From an optimization exercise on the open Yosys and OpenROAD flow, aimed at small area; shortcuts taken in it are not production practice. The RTL was checked by simulation tests, not by an equivalence proof against the original design. Power is estimated from default activity; no workload was simulated.

## design.v

```verilog
`timescale 1ns / 1ps
module svo_term #(parameter FGN = 15, parameter FGTAP = 15) (
	input clk, resetn, pe, sof, sol, cap,
	input [2:0] p2_x, p2_y,
	input        in_axis_tvalid,
	output       in_axis_tready,
	input  [7:0] in_axis_tdata,
	output fg
);
	reg [7:0] mem_start, mem_stop;
	reg [7:0] mem_portA_addr;
	reg [6:0] mem_portA_wdata;
	reg mem_portA_wen;
	reg [7:0] mem_portB_addr;
	reg portB_nl;
	reg [7:0] mem_start_C, mem_stop_C;
	reg [7:0] mem_stop_B;
	wire [6:0] in_code = in_axis_tdata[7] ? 7'd0 :
	                     in_axis_tdata == 8'd10 ? 7'b1100000 : in_axis_tdata[6:0] - 7'd32;
	wire [15:0] a_lo, a_hi, b_lo, b_hi;
	genvar gi;
	generate for (gi = 0; gi < 16; gi = gi + 1) begin : predec
		assign a_lo[gi] = mem_portA_addr[3:0] == gi;
		assign a_hi[gi] = mem_portA_addr[7:4] == gi;
		assign b_lo[gi] = mem_portB_addr[3:0] == gi;
		assign b_hi[gi] = mem_portB_addr[7:4] == gi;
	end endgenerate
	wire [7*256-1:0] ents;
	generate for (gi = 0; gi < 256; gi = gi + 1) begin : ent
		reg [6:0] q;
		always @(posedge clk)
			if (mem_portA_wen && a_hi[gi / 16] && a_lo[gi % 16])
				q <= mem_portA_wdata;
		assign ents[7*gi +: 7] = q;
	end endgenerate
	reg rdA;
	reg [15:0] rowA;
	reg [6:0] rdB, colB [0:15];
	integer i, j;
	always @* begin
		rdA = 0;
		for (j = 0; j < 16; j = j + 1) begin
			rowA[j] = 0;
			for (i = 0; i < 16; i = i + 1)
				rowA[j] = rowA[j] | (ents[7*(16*j+i)+6] & ents[7*(16*j+i)+5] & a_lo[i]);
			rdA = rdA | (rowA[j] & a_hi[j]);
		end
		rdB = 0;
		for (j = 0; j < 16; j = j + 1) begin
			colB[j] = 0;
			for (i = 0; i < 16; i = i + 1)
				colB[j] = colB[j] | (ents[7*(16*j+i) +: 7] & {7{b_lo[i]}});
			rdB = rdB | (colB[j] & {7{b_hi[j]}});
		end
	end
	reg portA_nl;
	always @(posedge clk) begin
		portA_nl <= !mem_portA_wen && rdA;
		if (pe)
			portB_nl <= mem_portB_addr != mem_stop_B && &rdB[6:5];
		if (cap) begin
			mem_start_C <= mem_start;
			mem_stop_C <= mem_stop;
		end
	end
	reg request_remove_line_oclk;
	reg request_remove_line_syn1;
	reg request_remove_line_syn2;
	reg request_remove_line_syn3;
	reg request_remove_line;
	always @(posedge clk) begin
		request_remove_line_syn1 <= request_remove_line_oclk;
		request_remove_line_syn2 <= request_remove_line_syn1;
		request_remove_line_syn3 <= request_remove_line_syn2;
		request_remove_line <= request_remove_line_syn2 != request_remove_line_syn3;
	end
	reg remove_line;
	wire [7:0] next_mem_start = mem_start + 8'd1;
	wire [7:0] next_mem_stop = mem_stop + 8'd1;
	assign in_axis_tready = next_mem_stop != mem_start && !remove_line;
	always @(posedge clk) begin
		mem_portA_wen <= 0;
		mem_portA_wdata <= in_code;
		mem_portA_addr <= mem_start;
		if (request_remove_line && mem_start != mem_stop) begin
			mem_portA_addr <= next_mem_start;
			mem_start <= next_mem_start;
			remove_line <= 1;
		end
		if (!resetn) begin
			remove_line <= 0;
			mem_start <= 0;
			mem_stop <= 0;
		end else begin
			if (remove_line) begin
				if (portA_nl || mem_start == mem_stop) begin
					remove_line <= 0;
				end else begin
					mem_portA_addr <= next_mem_start;
					mem_start <= next_mem_start;
				end
			end else
			if (next_mem_stop == mem_start) begin
				if (mem_portA_addr == mem_start) begin
					mem_portA_addr <= next_mem_start;
					mem_start <= next_mem_start;
					remove_line <= 1;
				end
			end else
			if (in_axis_tvalid && in_axis_tready) begin
				if (in_axis_tdata >= 32 || in_axis_tdata == 8'd10) begin
					mem_stop <= next_mem_stop;
					mem_portA_addr <= mem_stop;
					mem_portA_wen <= 1;
				end else
				if (in_axis_tdata == 4) begin
					mem_stop <= mem_start;
				end else
				if (in_axis_tdata == 8) begin
					if (mem_stop != mem_start)
						mem_stop <= mem_stop - 8'd1;
				end
			end
		end
	end
	localparam [8191:0] fontmem = {
		8'b00000000, 8'b00000000, 8'b00000000, 8'b00000000, 8'b00000000, 8'b00000000, 8'b00000000, 8'b00000000,
		8'b00000000, 8'b00000000, 8'b00000000, 8'b01100000, 8'b10010010, 8'b00001100, 8'b00000000, 8'b00000000,
		8'b00000000, 8'b00001100, 8'b00010000, 8'b00010000, 8'b00100000, 8'b00010000, 8'b00010000, 8'b00001100,
		8'b00000000, 8'b00010000, 8'b00010000, 8'b00010000, 8'b00010000, 8'b00010000, 8'b00010000, 8'b00010000,
		8'b00000000, 8'b00110000, 8'b00001000, 8'b00001000, 8'b00000100, 8'b00001000, 8'b00001000, 8'b00110000,
		8'b00000000, 8'b00111100, 8'b00001000, 8'b00010000, 8'b00100000, 8'b00111100, 8'b00000000, 8'b00000000,
		8'b00111000, 8'b01000000, 8'b01110000, 8'b01001000, 8'b01001000, 8'b01001000, 8'b00000000, 8'b00000000,
		8'b00000000, 8'b01000100, 8'b00101000, 8'b00010000, 8'b00101000, 8'b01000100, 8'b00000000, 8'b00000000,
		8'b00000000, 8'b01000100, 8'b10101010, 8'b10010010, 8'b10000010, 8'b10000010, 8'b00000000, 8'b00000000,
		8'b00000000, 8'b00010000, 8'b00101000, 8'b01000100, 8'b01000100, 8'b01000100, 8'b00000000, 8'b00000000,
		8'b00000000, 8'b01011000, 8'b00100100, 8'b00100100, 8'b00100100, 8'b00100100, 8'b00000000, 8'b00000000,
		8'b00000000, 8'b00010000, 8'b00010000, 8'b00010000, 8'b00010000, 8'b00111000, 8'b00010000, 8'b00000000,
		8'b00000000, 8'b00011100, 8'b00100000, 8'b00011000, 8'b00000100, 8'b00111000, 8'b00000000, 8'b00000000,
		8'b00000000, 8'b00000100, 8'b00000100, 8'b00000100, 8'b00001100, 8'b00110100, 8'b00000000, 8'b00000000,
		8'b00100000, 8'b00100000, 8'b00111000, 8'b00100100, 8'b00100100, 8'b01011000, 8'b00000000, 8'b00000000,
		8'b00001000, 8'b00001000, 8'b00111000, 8'b01001000, 8'b01001000, 8'b00110100, 8'b00000000, 8'b00000000,
		8'b00000000, 8'b00111000, 8'b01000100, 8'b01000100, 8'b01000100, 8'b00111000, 8'b00000000, 8'b00000000,
		8'b00000000, 8'b01001000, 8'b01001000, 8'b01001000, 8'b01001000, 8'b00110100, 8'b00000000, 8'b00000000,
		8'b00000000, 8'b10000010, 8'b10000010, 8'b10010010, 8'b10010010, 8'b01101101, 8'b00000000, 8'b00000000,
		8'b00000000, 8'b00010000, 8'b00010000, 8'b00010000, 8'b00010000, 8'b00010000, 8'b00010000, 8'b00011000,
		8'b00000000, 8'b00100100, 8'b00010100, 8'b00001100, 8'b00010100, 8'b00100100, 8'b00000100, 8'b00000100,
		8'b00001100, 8'b00010000, 8'b00010000, 8'b00010000, 8'b00010000, 8'b00000000, 8'b00010000, 8'b00000000,
		8'b00000000, 8'b00010000, 8'b00010000, 8'b00010000, 8'b00010000, 8'b00000000, 8'b00010000, 8'b00000000,
		8'b00000000, 8'b01000100, 8'b01000100, 8'b01000100, 8'b01001100, 8'b00110100, 8'b00000100, 8'b00000100,
		8'b00111000, 8'b01000000, 8'b01111000, 8'b01000100, 8'b01000100, 8'b10111000, 8'b00000000, 8'b00000000,
		8'b00000000, 8'b00001000, 8'b00001000, 8'b00001000, 8'b00011100, 8'b00001000, 8'b01001000, 8'b00110000,
		8'b00000000, 8'b00111000, 8'b00000100, 8'b01111100, 8'b01000100, 8'b00111000, 8'b00000000, 8'b00000000,
		8'b00000000, 8'b10110000, 8'b01001000, 8'b01001000, 8'b01001000, 8'b01110000, 8'b01000000, 8'b01000000,
		8'b00000000, 8'b00111000, 8'b00000100, 8'b00000100, 8'b00000100, 8'b00111000, 8'b00000000, 8'b00000000,
		8'b00000000, 8'b00110100, 8'b01001000, 8'b01001000, 8'b01001000, 8'b00111000, 8'b00001000, 8'b00001000,
		8'b00000000, 8'b10111000, 8'b01000100, 8'b01000100, 8'b01111000, 8'b01000000, 8'b00111000, 8'b00000000,
		8'b00000000, 8'b00000000, 8'b00000000, 8'b00000000, 8'b00000000, 8'b00000000, 8'b00010000, 8'b00001000,
		8'b11111110, 8'b00000000, 8'b00000000, 8'b00000000, 8'b00000000, 8'b00000000, 8'b00000000, 8'b00000000,
		8'b00000000, 8'b00000000, 8'b00000000, 8'b00000000, 8'b00000000, 8'b01000100, 8'b00101000, 8'b00010000,
		8'b00000000, 8'b00111000, 8'b00100000, 8'b00100000, 8'b00100000, 8'b00100000, 8'b00100000, 8'b00111000,
		8'b00000000, 8'b10000000, 8'b01000000, 8'b00100000, 8'b00010000, 8'b00001000, 8'b00000100, 8'b00000010,
		8'b00000000, 8'b00111000, 8'b00001000, 8'b00001000, 8'b00001000, 8'b00001000, 8'b00001000, 8'b00111000,
		8'b00000000, 8'b01111100, 8'b00000100, 8'b00001000, 8'b00010000, 8'b00100000, 8'b01000000, 8'b01111100,
		8'b00000000, 8'b00010000, 8'b00010000, 8'b00010000, 8'b00010000, 8'b00101000, 8'b01000100, 8'b01000100,
		8'b00000000, 8'b01000100, 8'b01000100, 8'b00101000, 8'b00010000, 8'b00101000, 8'b01000100, 8'b01000100,
		8'b00000000, 8'b00101000, 8'b00101000, 8'b01010100, 8'b01010100, 8'b10000010, 8'b10000010, 8'b10000010,
		8'b00000000, 8'b00010000, 8'b00010000, 8'b00101000, 8'b00101000, 8'b01000100, 8'b01000100, 8'b01000100,
		8'b00000000, 8'b00111000, 8'b01000100, 8'b01000100, 8'b01000100, 8'b01000100, 8'b01000100, 8'b01000100,
		8'b00000000, 8'b00010000, 8'b00010000, 8'b00010000, 8'b00010000, 8'b00010000, 8'b00010000, 8'b01111100,
		8'b00000000, 8'b00111000, 8'b01000100, 8'b01000000, 8'b00111000, 8'b00000100, 8'b01000100, 8'b00111000,
		8'b00000000, 8'b01000100, 8'b00100100, 8'b00010100, 8'b00111100, 8'b01000100, 8'b01000100, 8'b00111100,
		8'b01100000, 8'b00111000, 8'b01000100, 8'b01000100, 8'b01000100, 8'b01000100, 8'b01000100, 8'b00111000,
		8'b00000000, 8'b00001000, 8'b00001000, 8'b00001000, 8'b00111000, 8'b01001000, 8'b01001000, 8'b00111000,
		8'b00000000, 8'b00111000, 8'b01000100, 8'b01000100, 8'b01000100, 8'b01000100, 8'b01000100, 8'b00111000,
		8'b00000000, 8'b01000100, 8'b01000100, 8'b01100100, 8'b01010100, 8'b01010100, 8'b01001100, 8'b01000100,
		8'b00000000, 8'b10000010, 8'b10000010, 8'b10000010, 8'b10010010, 8'b10101010, 8'b11000110, 8'b10000010,
		8'b00000000, 8'b01111000, 8'b00001000, 8'b00001000, 8'b00001000, 8'b00001000, 8'b00001000, 8'b00001000,
		8'b00000000, 8'b01000100, 8'b01000100, 8'b00100100, 8'b00011100, 8'b00100100, 8'b01000100, 8'b01000100,
		8'b00000000, 8'b00011000, 8'b00100100, 8'b00100100, 8'b00100000, 8'b00100000, 8'b00100000, 8'b01110000,
		8'b00000000, 8'b00111000, 8'b00010000, 8'b00010000, 8'b00010000, 8'b00010000, 8'b00010000, 8'b00111000,
		8'b00000000, 8'b01000100, 8'b01000100, 8'b01000100, 8'b01111100, 8'b01000100, 8'b01000100, 8'b01000100,
		8'b00000000, 8'b00111000, 8'b01000100, 8'b01000100, 8'b01110100, 8'b00000100, 8'b01000100, 8'b00111000,
		8'b00000000, 8'b00000100, 8'b00000100, 8'b00000100, 8'b01111100, 8'b00000100, 8'b00000100, 8'b01111100,
		8'b00000000, 8'b01111100, 8'b00000100, 8'b00000100, 8'b00111100, 8'b00000100, 8'b00000100, 8'b01111100,
		8'b00000000, 8'b00111100, 8'b01000100, 8'b01000100, 8'b01000100, 8'b01000100, 8'b01000100, 8'b00111100,
		8'b00000000, 8'b00111000, 8'b01000100, 8'b00000100, 8'b00000100, 8'b00000100, 8'b01000100, 8'b00111000,
		8'b00000000, 8'b00111100, 8'b01000100, 8'b01000100, 8'b00111100, 8'b01000100, 8'b01000100, 8'b00111100,
		8'b00000000, 8'b01000100, 8'b01000100, 8'b01000100, 8'b01111100, 8'b01000100, 8'b01000100, 8'b00111000,
		8'b00000000, 8'b00111000, 8'b00000100, 8'b01110100, 8'b01010100, 8'b01110100, 8'b01000100, 8'b00111000,
		8'b00000000, 8'b00010000, 8'b00000000, 8'b00010000, 8'b00100000, 8'b01000000, 8'b01000100, 8'b00111000,
		8'b00000000, 8'b00000100, 8'b00001000, 8'b00010000, 8'b00100000, 8'b00010000, 8'b00001000, 8'b00000100,
		8'b00000000, 8'b00000000, 8'b00000000, 8'b11111110, 8'b00000000, 8'b11111110, 8'b00000000, 8'b00000000,
		8'b00000000, 8'b00100000, 8'b00010000, 8'b00001000, 8'b00000100, 8'b00001000, 8'b00010000, 8'b00100000,
		8'b00010000, 8'b00100000, 8'b00110000, 8'b00110000, 8'b00000000, 8'b00110000, 8'b00110000, 8'b00000000,
		8'b00000000, 8'b00000000, 8'b00110000, 8'b00110000, 8'b00000000, 8'b00110000, 8'b00110000, 8'b00000000,
		8'b00000000, 8'b00111000, 8'b01000100, 8'b01000000, 8'b01111000, 8'b01000100, 8'b01000100, 8'b00111000,
		8'b00000000, 8'b00111000, 8'b01000100, 8'b01000100, 8'b00111000, 8'b01000100, 8'b01000100, 8'b00111000,
		8'b00000000, 8'b00001000, 8'b00001000, 8'b00001000, 8'b00010000, 8'b00100000, 8'b01000000, 8'b01111100,
		8'b00000000, 8'b00111000, 8'b01000100, 8'b01000100, 8'b00111100, 8'b00000100, 8'b01000100, 8'b00111000,
		8'b00000000, 8'b00111000, 8'b01000100, 8'b01000000, 8'b00111100, 8'b00000100, 8'b00000100, 8'b01111100,
		8'b00000000, 8'b01110000, 8'b00100000, 8'b00100000, 8'b01111100, 8'b00100100, 8'b00101000, 8'b00110000,
		8'b00000000, 8'b00111000, 8'b01000100, 8'b01000000, 8'b00110000, 8'b01000000, 8'b01000100, 8'b00111000,
		8'b00000000, 8'b01111100, 8'b00001000, 8'b00010000, 8'b00100000, 8'b01000000, 8'b01000100, 8'b00111000,
		8'b00000000, 8'b00111000, 8'b00010000, 8'b00010000, 8'b00010000, 8'b00010000, 8'b00011000, 8'b00010000,
		8'b00000000, 8'b00111000, 8'b01000100, 8'b01000100, 8'b01010100, 8'b01000100, 8'b01000100, 8'b00111000,
		8'b00000000, 8'b00000010, 8'b00000100, 8'b00001000, 8'b00010000, 8'b00100000, 8'b01000000, 8'b10000000,
		8'b00000000, 8'b00110000, 8'b00110000, 8'b00000000, 8'b00000000, 8'b00000000, 8'b00000000, 8'b00000000,
		8'b00000000, 8'b00000000, 8'b00000000, 8'b00000000, 8'b11111110, 8'b00000000, 8'b00000000, 8'b00000000,
		8'b00010000, 8'b00100000, 8'b00110000, 8'b00110000, 8'b00000000, 8'b00000000, 8'b00000000, 8'b00000000,
		8'b00000000, 8'b00010000, 8'b00010000, 8'b00010000, 8'b11111110, 8'b00010000, 8'b00010000, 8'b00010000,
		8'b00000000, 8'b00010000, 8'b10010010, 8'b01010100, 8'b00111000, 8'b01010100, 8'b10010010, 8'b00010000,
		8'b00000000, 8'b00001000, 8'b00010000, 8'b00100000, 8'b00100000, 8'b00100000, 8'b00010000, 8'b00001000,
		8'b00000000, 8'b00100000, 8'b00010000, 8'b00001000, 8'b00001000, 8'b00001000, 8'b00010000, 8'b00100000,
		8'b00000000, 8'b00000000, 8'b00000000, 8'b00000000, 8'b00000000, 8'b00000000, 8'b00010000, 8'b00010000,
		8'b00000000, 8'b01011100, 8'b00100010, 8'b01100010, 8'b00010100, 8'b00001000, 8'b00010100, 8'b00011000,
		8'b00000000, 8'b00000000, 8'b01100100, 8'b01101000, 8'b00010000, 8'b00101100, 8'b01001100, 8'b00000000,
		8'b00000000, 8'b00010000, 8'b00111100, 8'b01010000, 8'b00111000, 8'b00010100, 8'b01111000, 8'b00010000,
		8'b00000000, 8'b00101000, 8'b00101000, 8'b11111110, 8'b00101000, 8'b11111110, 8'b00101000, 8'b00101000,
		8'b00000000, 8'b00000000, 8'b00000000, 8'b00000000, 8'b00000000, 8'b00000000, 8'b00101000, 8'b00101000,
		8'b00000000, 8'b00010000, 8'b00000000, 8'b00010000, 8'b00010000, 8'b00010000, 8'b00010000, 8'b00010000,
		8'b00000000, 8'b00000000, 8'b00000000, 8'b00000000, 8'b00000000, 8'b00000000, 8'b00000000, 8'b00000000,
		8'b00000000, 8'b00000000, 8'b00000000, 8'b00000000, 8'b00000000, 8'b00000000, 8'b00000000, 8'b00000000,
		8'b00000000, 8'b00000000, 8'b00000000, 8'b00000000, 8'b00000000, 8'b00000000, 8'b00000000, 8'b00000000,
		8'b00000000, 8'b00000000, 8'b00000000, 8'b00000000, 8'b00000000, 8'b00000000, 8'b00000000, 8'b00000000,
		8'b00000000, 8'b00000000, 8'b00000000, 8'b00000000, 8'b00000000, 8'b00000000, 8'b00000000, 8'b00000000,
		8'b00000000, 8'b00000000, 8'b00000000, 8'b00000000, 8'b00000000, 8'b00000000, 8'b00000000, 8'b00000000,
		8'b00000000, 8'b00000000, 8'b00000000, 8'b00000000, 8'b00000000, 8'b00000000, 8'b00000000, 8'b00000000,
		8'b00000000, 8'b00000000, 8'b00000000, 8'b00000000, 8'b00000000, 8'b00000000, 8'b00000000, 8'b00000000,
		8'b00000000, 8'b00000000, 8'b00000000, 8'b00000000, 8'b00000000, 8'b00000000, 8'b00000000, 8'b00000000,
		8'b00000000, 8'b00000000, 8'b00000000, 8'b00000000, 8'b00000000, 8'b00000000, 8'b00000000, 8'b00000000,
		8'b00000000, 8'b00000000, 8'b00000000, 8'b00000000, 8'b00000000, 8'b00000000, 8'b00000000, 8'b00000000,
		8'b00000000, 8'b00000000, 8'b00000000, 8'b00000000, 8'b00000000, 8'b00000000, 8'b00000000, 8'b00000000,
		8'b00000000, 8'b00000000, 8'b00000000, 8'b00000000, 8'b00000000, 8'b00000000, 8'b00000000, 8'b00000000,
		8'b00000000, 8'b00000000, 8'b00000000, 8'b00000000, 8'b00000000, 8'b00000000, 8'b00000000, 8'b00000000,
		8'b00000000, 8'b00000000, 8'b00000000, 8'b00000000, 8'b00000000, 8'b00000000, 8'b00000000, 8'b00000000,
		8'b00000000, 8'b00000000, 8'b00000000, 8'b00000000, 8'b00000000, 8'b00000000, 8'b00000000, 8'b00000000,
		8'b00000000, 8'b00000000, 8'b00000000, 8'b00000000, 8'b00000000, 8'b00000000, 8'b00000000, 8'b00000000,
		8'b00000000, 8'b00000000, 8'b00000000, 8'b00000000, 8'b00000000, 8'b00000000, 8'b00000000, 8'b00000000,
		8'b00000000, 8'b00000000, 8'b00000000, 8'b00000000, 8'b00000000, 8'b00000000, 8'b00000000, 8'b00000000,
		8'b00000000, 8'b00000000, 8'b00000000, 8'b00000000, 8'b00000000, 8'b00000000, 8'b00000000, 8'b00000000,
		8'b00000000, 8'b00000000, 8'b00000000, 8'b00000000, 8'b00000000, 8'b00000000, 8'b00000000, 8'b00000000,
		8'b00000000, 8'b00000000, 8'b00000000, 8'b00000000, 8'b00000000, 8'b00000000, 8'b00000000, 8'b00000000,
		8'b00000000, 8'b00000000, 8'b00000000, 8'b00000000, 8'b00000000, 8'b00000000, 8'b00000000, 8'b00000000,
		8'b00000000, 8'b00000000, 8'b00000000, 8'b00000000, 8'b00000000, 8'b00000000, 8'b00000000, 8'b00000000,
		8'b00000000, 8'b00000000, 8'b00000000, 8'b00000000, 8'b00000000, 8'b00000000, 8'b00000000, 8'b00000000,
		8'b00000000, 8'b00000000, 8'b00000000, 8'b00000000, 8'b00000000, 8'b00000000, 8'b00000000, 8'b00000000,
		8'b00000000, 8'b00000000, 8'b00000000, 8'b00000000, 8'b00000000, 8'b00000000, 8'b00000000, 8'b00000000,
		8'b00000000, 8'b00000000, 8'b00000000, 8'b00000000, 8'b00000000, 8'b00000000, 8'b00000000, 8'b00000000,
		8'b00000000, 8'b00000000, 8'b00000000, 8'b00000000, 8'b00000000, 8'b00000000, 8'b00000000, 8'b00000000,
		8'b00000000, 8'b00000000, 8'b00000000, 8'b00000000, 8'b00000000, 8'b00000000, 8'b00000000, 8'b00000000,
		8'b00000000, 8'b00000000, 8'b00000000, 8'b00000000, 8'b00000000, 8'b00000000, 8'b00000000, 8'b00000000,
		8'b00000000, 8'b00000000, 8'b00000000, 8'b00000000, 8'b00000000, 8'b00000000, 8'b00000000, 8'b00000000,
		8'b00000000, 8'b00000000, 8'b00000000, 8'b00000000, 8'b00000000, 8'b00000000, 8'b00000000, 8'b00000000
	};
	localparam [8191:0] fontmem2 = fontmem >> 2048;
	wire p1_start_of_frame = sof;
	wire p1_start_of_line = sol;
	reg p2_found_end, p2_last_req_remline;
	reg [7:0] p2_line_start_addr;
	wire [7:0] next_mem_portB_addr = mem_portB_addr + 8'd1;
	always @(posedge clk) begin
		if (!resetn) begin
			p2_found_end <= 1;
			p2_last_req_remline <= 1;
			request_remove_line_oclk <= 0;
		end else
		if (pe) begin
			if (mem_portB_addr == mem_stop_B)
				p2_found_end <= 1;
			if (p1_start_of_frame) begin
				if (!p2_found_end && !p2_last_req_remline) begin
					request_remove_line_oclk <= ~request_remove_line_oclk;
					p2_last_req_remline <= 1;
				end else
					p2_last_req_remline <= 0;
				mem_stop_B <= mem_stop_C;
				mem_portB_addr <= mem_start_C;
				p2_line_start_addr <= mem_start_C;
				p2_found_end <= 0;
			end else
			if (p1_start_of_line) begin
				if (p2_y == 7) begin
					if (mem_portB_addr != mem_stop_B) begin
						mem_portB_addr <= next_mem_portB_addr;
						p2_line_start_addr <= next_mem_portB_addr;
					end else begin
						p2_line_start_addr <= mem_stop_B;
					end
				end else begin
					mem_portB_addr <= p2_line_start_addr;
				end
			end else begin
				if (p2_x == 7) begin
					if (mem_portB_addr != mem_stop_B && !portB_nl)
						mem_portB_addr <= next_mem_portB_addr;
				end
			end
		end
	end
	reg [FGN:0] fgq;
	always @(posedge clk) begin
		if (pe)
			fgq <= {fgq[FGN-1:0], mem_portB_addr != mem_stop_B && fontmem2[{rdB, p2_y, p2_x}]};
	end
	assign fg = fgq[FGTAP];
endmodule
`timescale 1ns / 1ps
module svo_tmds #(parameter CH0 = 0) (
	input clk, zero, dead, blank, hsync, vsync,
	input white, black, gray,
	input [2:0] c,
	output reg [9:0] dout
);
	reg signed [3:0] cnt;    
	reg [2:0] k;
	always @* begin
		if (dead || black) k = 3'd0;
		else if (white) k = 3'd6;
		else if (gray) k = 3'd3;
		else case (c)
			3'b000: k = 3'd0;
			3'b001, 3'b010: k = 3'd1;
			3'b011: k = 3'd3;
			3'b100: k = 3'd2;
			3'b101, 3'b110: k = 3'd4;
			default: k = 3'd5;
		endcase
	end
	wire neg = cnt[3];
	reg [9:0] sym;
	reg signed [3:0] step;
	always @* begin
		case ({k, neg})
			{3'd0, 1'b1}: begin sym = 10'h3ff; step =  4'sd5; end
			{3'd0, 1'b0}: begin sym = 10'h100; step = -4'sd4; end
			{3'd1, 1'b1}: begin sym = 10'h1f0; step =  4'sd0; end
			{3'd1, 1'b0}: begin sym = 10'h1f0; step =  4'sd0; end
			{3'd2, 1'b1}: begin sym = 10'h05f; step =  4'sd1; end
			{3'd2, 1'b0}: begin sym = 10'h2a0; step = -4'sd2; end
			{3'd3, 1'b1}: begin sym = 10'h31f; step =  4'sd2; end
			{3'd3, 1'b0}: begin sym = 10'h1e0; step = -4'sd1; end
			{3'd4, 1'b1}: begin sym = 10'h04f; step =  4'sd0; end
			{3'd4, 1'b0}: begin sym = 10'h2b0; step = -4'sd1; end
			{3'd5, 1'b1}: begin sym = 10'h0bf; step =  4'sd2; end
			{3'd5, 1'b0}: begin sym = 10'h240; step = -4'sd3; end
			{3'd6, 1'b1}: begin sym = 10'h0ff; step =  4'sd3; end
			default:      begin sym = 10'h200; step = -4'sd4; end
		endcase
	end
	always @* begin
		if (zero)
			dout = 10'd0;
		else if (blank && !dead)
			case (CH0 ? {vsync, hsync} : 2'b00)
				2'b00: dout = 10'b1101010100;
				2'b01: dout = 10'b0010101011;
				2'b10: dout = 10'b0101010100;
				default: dout = 10'b1010101011;
			endcase
		else
			dout = sym;
	end
	always @(posedge clk) begin
		if (zero || (blank && !dead))
			cnt <= 0;
		else
			cnt <= cnt + step;
	end
endmodule
`timescale 1ns / 1ps
module svo_hdmi_top (
	input clk,
	input resetn,
	input term_in_tvalid,
	output term_in_tready,
	input [7:0] term_in_tdata,
	output [9:0] tmds_ch0,
	output [9:0] tmds_ch1,
	output [9:0] tmds_ch2
);
	reg [10:0] hh;
	reg [9:0] vw;
	reg dead;
	wire h_last = hh == 11'd1663;
	wire h_eol = hh == 11'd1279;
	always @(posedge clk) begin
		if (!resetn) begin
			hh <= 11'd1512;
			vw <= 10'd174;
			dead <= 1;
		end else begin
			hh <= h_last ? 11'd0 : hh + 11'd1;
			if (h_eol) begin
				vw <= vw == 10'd747 ? 10'd0 : vw + 10'd1;
				if (vw == 10'd727)
					dead <= 0;
			end
		end
	end
	wire h_act = hh < 11'd1280;
	wire v_act = vw >= 10'd8 && vw < 10'd728;
	wire hsync = hh >= 11'd1344 && hh < 11'd1472;
	wire vsync = vw >= 10'd731 && vw < 10'd736;
	wire blank = !(h_act && v_act);
	wire zero = dead && vw == 10'd174 && hh >= 11'd1512 && hh < 11'd1519;
	wire win1 = vw == 10'd174 && hh >= 11'd1517 && hh <= 11'd1524;
	wire win2 = vw == 10'd727 && hh >= 11'd1266 && hh <= 11'd1275;
	wire pe = dead ? (win1 || win2) : !blank;
	wire first = vw == 10'd174 && hh == 11'd1518;
	wire sof = dead ? first : vw == 10'd727 && hh == 11'd1263;
	wire sol = dead ? first : hh == 11'd1263;
	wire [2:0] p2_x = hh[2:0] + (dead ? (vw == 10'd174 ? 3'd1 : 3'd4) : 3'd0);
	wire [2:0] p2_y = dead ? 3'd0 : vw[2:0] + (hh >= 11'd1264 ? 3'd1 : 3'd0);
	wire cap = dead ? vw == 10'd174 && hh == 11'd1514 : vw == 10'd727 && hh == 11'd1259;
	wire fg;
	svo_term svo_term (
		.clk(clk),
		.resetn(resetn),
		.pe(pe), .sof(sof), .sol(sol), .cap(cap),
		.p2_x(p2_x), .p2_y(p2_y),
		.in_axis_tvalid(term_in_tvalid),
		.in_axis_tready(term_in_tready),
		.in_axis_tdata(term_in_tdata),
		.fg(fg)
	);
	wire [32*32-1:0] bolt_bitmap = {
		32'b 00000000000000000000000000000000,
		32'b 01111111000000000000000001111111,
		32'b 01111100000000000000000000011111,
		32'b 01110000000000000000000000000111,
		32'b 01100000000000000000000000000011,
		32'b 01100000000000000000000000000011,
		32'b 01000000000000000000000000000001,
		32'b 01000000000000000000000000000001,
		32'b 00000000000000000000000000000000,
		32'b 00000000000000000000000000000000,
		32'b 00000000000000000000000000000000,
		32'b 00000000000000000000000000000000,
		32'b 00000000000000111100000000000000,
		32'b 00000000000001111110000000000000,
		32'b 00000000000011111111000000000000,
		32'b 00000000000011111111000000000000,
		32'b 00000000000011111111000000000000,
		32'b 00000000000011111111000000000000,
		32'b 00000000000001111110000000000000,
		32'b 00000000000000111100000000000000,
		32'b 00000000000000000000000000000000,
		32'b 00000000000000000000000000000000,
		32'b 00000000000000000000000000000000,
		32'b 00000000000000000000000000000000,
		32'b 00000000000000000000000000000000,
		32'b 01000000000000000000000000000001,
		32'b 01000000000000000000000000000001,
		32'b 01100000000000000000000000000011,
		32'b 01100000000000000000000000000011,
		32'b 01110000000000000000000000000111,
		32'b 01111100000000000000000000011111,
		32'b 01111111000000000000000001111111
	};
	function [31:0] xorshift(input [31:0] s);
		reg [31:0] t;
		begin
			t = s ^ (s << 13);
			t = t ^ (t >> 17);
			xorshift = t ^ (t << 5);
		end
	endfunction
	reg [31:0] rng;
	reg [8:0] col;
	wire [31:0] rng_next = xorshift(h_last ? {27'd0, vw[9:5]} ^ 32'd123456789 : rng);
	always @(posedge clk) begin
		rng <= rng_next;
		if (&hh[4:0])
			col <= rng_next[8:0];
	end
	wire [5:0] cx = hh[10:5];
	wire [4:0] cy = vw[9:5];
	wire bolt_cell = (cx == 6'd1 || cx == 6'd38) && (cy == 5'd1 || cy == 5'd21);
	wire bolt_on = bolt_bitmap[{vw[4:0], hh[4:0]}];
	wire grid = &hh[4:0] || &vw[4:0];
	wire white = fg || (bolt_cell && bolt_on);
	wire black = !white && (bolt_cell || grid);
	wire gray = col == 9'd0;
	svo_tmds #(.CH0(1)) svo_tmds_0 (
		.clk(clk), .zero(zero), .dead(dead), .blank(blank), .hsync(hsync), .vsync(vsync),
		.white(white), .black(black), .gray(gray), .c(col[8:6]), .dout(tmds_ch0));
	svo_tmds #(.CH0(0)) svo_tmds_1 (
		.clk(clk), .zero(zero), .dead(dead), .blank(blank), .hsync(1'b0), .vsync(1'b0),
		.white(white), .black(black), .gray(gray), .c(col[5:3]), .dout(tmds_ch1));
	svo_tmds #(.CH0(0)) svo_tmds_2 (
		.clk(clk), .zero(zero), .dead(dead), .blank(blank), .hsync(1'b0), .vsync(1'b0),
		.white(white), .black(black), .gray(gray), .c(col[2:0]), .dout(tmds_ch2));
endmodule
```

## flow/run.sh

```bash
#!/bin/bash
# The standard layout with two changes:
#  - synthesis: the standard flow's synthesis script, except that ABC maps the logic with
#    flow/abc_area_nf.script (area-oriented) instead of ORFS's speed script.
#    Flip-flops are mapped before ABC runs, so the registers (names, count,
#    cell types) are exactly the standard synthesis's.
#  - clock tree: larger sink clusters and no dummy loads.
#  - port buffers: every input and output still gets its buffer, a buf_1.
set -euo pipefail
W=$(pwd)
export BUFFER_PORTS_ARGS="-buffer_cell sky130_fd_sc_hd__buf_1"
export CTS_ARGS="-sink_clustering_enable -repair_clock_nets -dont_use_dummy_load -sink_clustering_size 25 -sink_clustering_max_diameter 80"

sed "s|log_cmd abc {\*}\$abc_args|log_cmd abc -script $W/flow/abc_area_nf.script {*}[lrange \$abc_args 2 end]|" \
	"$FLOW_HOME/scripts/synth.tcl" > "$W/own_synth.tcl"
grep -q "abc_area_nf.script" "$W/own_synth.tcl"
sed "s|source \$::env(SCRIPTS_DIR)/synth.tcl|source $W/own_synth.tcl|" "$W/synth_recipe.tcl" > "$W/own_synth_recipe.tcl"
grep -q "own_synth.tcl" "$W/own_synth_recipe.tcl"
sed "s|SYNTH_SCRIPT=[^ ]*|SYNTH_SCRIPT=$W/own_synth_recipe.tcl|" "$W/standard.sh" > "$W/own_standard.sh"
grep -q "own_synth_recipe.tcl" "$W/own_standard.sh"

bash "$W/own_standard.sh" synth > "$W/synth.log" 2>&1
bash "$W/standard.sh" finish > "$W/standard.log" 2>&1
```

## flow/abc_area_nf.script

```
&get -n
&st
&dc2
&dch
&nf -R 1000
&st
&dc2
&dch
&nf -R 1000
&st
&dc2
&dch
&nf -R 1000
&put
```

## standard.sh

```bash
#!/bin/bash
# synth_recipe.tcl (not shown) runs the flow's synth.tcl, then flattens the netlist and writes it again
# the make line also repeats each setting of config.mk as NAME=value (left out here)
make -C /OpenROAD-flow-scripts/flow DESIGN_CONFIG=/design/flow/config.mk WORK_HOME=/design/flow/orfs CLKGATE_MAP_FILE= SYNTH_SCRIPT=/design/flow/synth_recipe.tcl "${@:-finish}"
```

## config.mk

```make
export PLATFORM = sky130hd
export DESIGN_NAME = svo_hdmi_top
export DESIGN_NICKNAME = svo_hdmi_top
export VERILOG_FILES = /design/flow/design.v
export SDC_FILE = /design/flow/constraint.sdc
export NUM_CORES = 4
export LEC_CHECK = 0
export CAP_MARGIN = 20
export CORE_MARGIN = 2
export CORE_UTILIZATION = 70
export SLEW_MARGIN = 20
```

## constraint.sdc

```tcl
create_clock -name core_clock -period 13.4 [get_ports {clk}]
set_input_delay 2.6800 -clock core_clock [delete_from_list [all_inputs] [get_ports {clk}]]
set_output_delay 2.6800 -clock core_clock [all_outputs]
set_load 0.01 [all_outputs]
```

==> out/qor.yml <==
core_um2: 111000
cpPeakStageDelay_ns: 0.50
antenna_found_initial: 11
hold_ws_ns: 0.352
wl_met1_um: 84100
path_cells: "ha_1, clkinv_1, ha_1, a221o_1, a21oi_1, nor4_1, o21ai_0, nand2b_1, a41oi_1, a21oi_1, and2_0, o21ai_0, ha_1, o21ai_0, a21oi_1, a21oi_1, nor2_1, buf_1"
drive_gt1_frac: 0.0492
ys_async_sr_fraction: 0
reg2regPathDepth: 19
synth_edf_count: 1858
first_global_vias: 52600
initial_core_util: 0.705
die_w_um: 338
routed-via-count: 56100
hold_viol: 0
min_period_over_period: 0.596
syn_area_um2: 77900
finalSetupViolations: 0
power.density_nw_per_um2: 124
fin_setup_tns_ns: 0
tightest_slew_ns: 1.31
area.growth.synth_to_final_pct: 7.22
highest_layer: "met5"
cts_buffers: 92
clockRootBuffer: "clkbuf_16"
fin_nets: 5492
ctsHoldBuffers: 0
met3RoutedLength_um: 44500
syn_nets: 5251
wl_um: 258000
hold_end: "svo_term.request_remove_line_syn2"
min-delay-start: "svo_term.request_remove_line_syn1"
min_path_cells: 0
dr.pass1.iters: 11
antenna_left: 0
worst-path-max-fanout: 10
viasPerCell: 8.08
synth.yosys.seq_area_share: 0.744
grt_util_all_layers: 0.451
cts_buffer_depth: 3
post_synth.cell_area_avg_um2: 15.0
place_hpwl_um: 156000
p_leak_nw: 25.8
clkSlewWorstSetupHoldPaths_ns: 0.09
synth_seq_cells: 1965
reg2reg_to: "svo_term.fgq[0]"
rsz0062_at_grt: "false"
grt_max_degree: 115
crit_required_ns: 10.72
io_pins: 42
min_path_type: "flop to flop"
post_cts_buffers: 0
cts-htree-levels: 3
ir_drop_uv: 181
final_cell_mix: "edfxtp_1 (1,858), nor2_1 (503), nand2_1 (341)"
syn_inst: 5187
rrSetupSlack_ns: 6.29
start_kind: "flop"
die_h_um: 338
finish.utilization: 0.756
endpoint_kind: "output port"
dr.first_iter.drc_count: 12900
rows: 122
grt_pass1_wl_um: 365000
cts_tree: "done"
ctsResizeCount: 0
status: "complete, no violations"
fmax_mhz: 125
relSlewSlack: 0.125
finalCriticalPeriod_ns: 7.98
skew_ns: 0.102
wl_met2_um: 111000
final_common_cell: "edfxtp_1"
r2r-start: "svo_term.mem_portB_addr[0]"
ys_types: 64
path_common_cell: "a21oi_1"
drt-wirelength-per-cell_um: 37.1
critPathTopFamily: "compound AO/OA/AOI/OAI gates"
cp.arrival_ns: 5.30
port_buffers: 41
place_congestion: 0.986
maxSlewViolCount: 0
cpMaxStageDelayCell: "a41oi_1"
path_buf_inv: 2
drv_cap: 0
clk_latency_ns: 0.76
grt_overflow: 0
die_area_um2: 114000
worstSetupPathType: "flop to output port"
drc: 0
ys_warn_count: 5
cts_sinks: 1965
synth-main-ff-cell: "edfxtp_1"
==> cells in the mapped netlist, drive strengths merged (5+ instances only) <==
| cell type | n | area, um2 |
|---|---|---|
| a211oi | 31 | 233 |
| a21boi | 5 | 37.5 |
| a21o | 11 | 82.6 |
| a21oi | 182 | 911 |
| a221o | 10 | 100 |
| a221oi | 61 | 534 |
| a222oi | 270 | 2700 |
| a22o | 57 | 499 |
| a22oi | 336 | 2520 |
| a311o | 7 | 70.1 |
| a311oi | 20 | 175 |
| a31oi | 115 | 719 |
| and2 | 44 | 275 |
| and3 | 75 | 469 |
| and4 | 34 | 298 |
| buf | 9 | 67.6 |
| clkinv | 38 | 143 |
| dfxtp | 107 | 2140 |
| edfxtp | 1858 | 55800 |
| ha | 50 | 626 |
| mux2i | 8 | 80.1 |
| nand2 | 341 | 1280 |
| nand2b | 17 | 106 |
| nand3 | 291 | 1460 |
| nand4 | 135 | 845 |
| nor2 | 516 | 1940 |
| nor2b | 24 | 150 |
| nor3 | 58 | 290 |
| nor3b | 5 | 37.5 |
| nor4 | 24 | 150 |
| o2111ai | 10 | 87.6 |
| o211ai | 31 | 233 |
| o21ai | 170 | 851 |
| o221ai | 5 | 43.8 |
| o22ai | 35 | 219 |
| o311ai | 6 | 52.6 |
| o31ai | 11 | 82.6 |
| or2 | 7 | 43.8 |
| or3 | 8 | 50.1 |
| xnor2 | 66 | 578 |
| xor2 | 46 | 403 |
==> registers in the layout (all words and copies together), names as in the netlist, 4 cells and up <==
signal	flops
svo_term.fgq	16
svo_tmds_0.cnt	4
svo_term.mem_stop_B	8
svo_tmds_1.cnt	4
vw	10
svo_term.mem_portA_addr	8
svo_term.mem_stop_C	8
svo_term.mem_portB_addr	8
svo_term.ent.q	1792
svo_term.mem_portA_wdata	7
svo_term.mem_start_C	8
svo_term.p2_line_start_addr	8
col	9
hh	11
rng	32
svo_term.mem_start	8
svo_term.mem_stop	8
svo_tmds_2.cnt	4
==> kinds of logic (layout without fill, tap and decap cells) <==
logic type      after synthesis  after routing  synth area share
xor+xnor                    112            112            0.0126
mux                           9              9           0.00117
flops                      1965           1965             0.744
buf+inv                      47            286           0.00270
fa+ha+maj                    53             53           0.00881
other cells                   0             24                 0
simple gates               1590           1590            0.0960
compound gates             1411           1411             0.135
==> layout make-up <==
cell class	count	area, um2
Multi-Input combinational cell	3175	20000
Timing Repair Buffer	156	1180
Antenna cell	24	60.1
Sequential cell	1965	58000
Inverter	38	143
Clock buffer	92	2300
Tap cell	1488	1860
Fill cell	6686	27000
==> power breakdown <==
| part | switching, W | leakage, nW | internal, W |
|---|---|---|---|
| Clock | 0.00181 | 1.13 | 0.00123 |
| Combinational | 0.000371 | 6.81 | 0.000110 |
| Sequential | 0.0000703 | 17.9 | 0.00673 |
==> metrics by stage <==
step	power [W]	worst slack, ns	cell area, um2	std cells
after floorplan	0.00717	6.27	77900	5187
after global placement	0.00738	6.38	81000	6818
after detailed placement	0.00738	6.20	81000	6818
after CTS	0.0102	5.43	83300	6910
after global routing	0.0105	4.90	83400	6914
final	0.0103	5.42	83500	6938
==> how the worst max path moves through the flow <==
| stage | slack (ns) | cells past startpoint | to | from |
|---|---|---|---|---|
| 2_1_floorplan | 6.27 | 17 | svo_term.fgq[0] | svo_term.mem_portB_addr[0] |
| 3_3_place_gp | 6.38 | 19 | tmds_ch2[9] | hh[2] |
| 3_5_place_dp | 6.20 | 18 | tmds_ch2[3] | hh[0] |
| 4_1_cts | 5.43 | 18 | tmds_ch2[3] | hh[0] |
| 5_1_grt | 4.90 | 17 | tmds_ch0[9] | hh[2] |
| 6_report | 5.42 | 18 | tmds_ch2[1] | hh[0] |
==> routing by layer <==
layer  vias to the layer above  GRT usage
met1                     26700      0.602
met2                      6057      0.641
li1                      22100          -
met4                        12      0.270
met3                      1226      0.163
met5                         -    0.00213

==> separate check: timing with driven ports <==
The results above use ideal ports. As a check the final layout listed here was re-extracted and re-timed, cells and wires unchanged. Step 1 (the two cells are an assumption about what drives the block):
set clk [get_ports {clk}]
set_driving_cell -lib_cell sky130_fd_sc_hd__clkbuf_16 $clk
set_driving_cell -lib_cell sky130_fd_sc_hd__buf_2 [delete_from_list [all_inputs] $clk]
Step 2 times the ports against the registers' clock, not the clock port: input delays grow and output delays shrink by t, the midpoint of the rising clock arrivals with the driver on. Three values: ideal, step 1, step 2; two values: the first two.
t (ns): 0.790
setup slack, ns: 5.419 / 5.342 / 6.132
clock arrival spread, ns: 0.102 / 0.102
worst register clock-pin slew, ns: 0.12 / 0.12
worst slew at a driven data input, ns: 0.04
After both steps this run still meets setup and hold. The setup slack of this run moves by -0.077 ns with the drivers and by +0.713 ns with both steps.
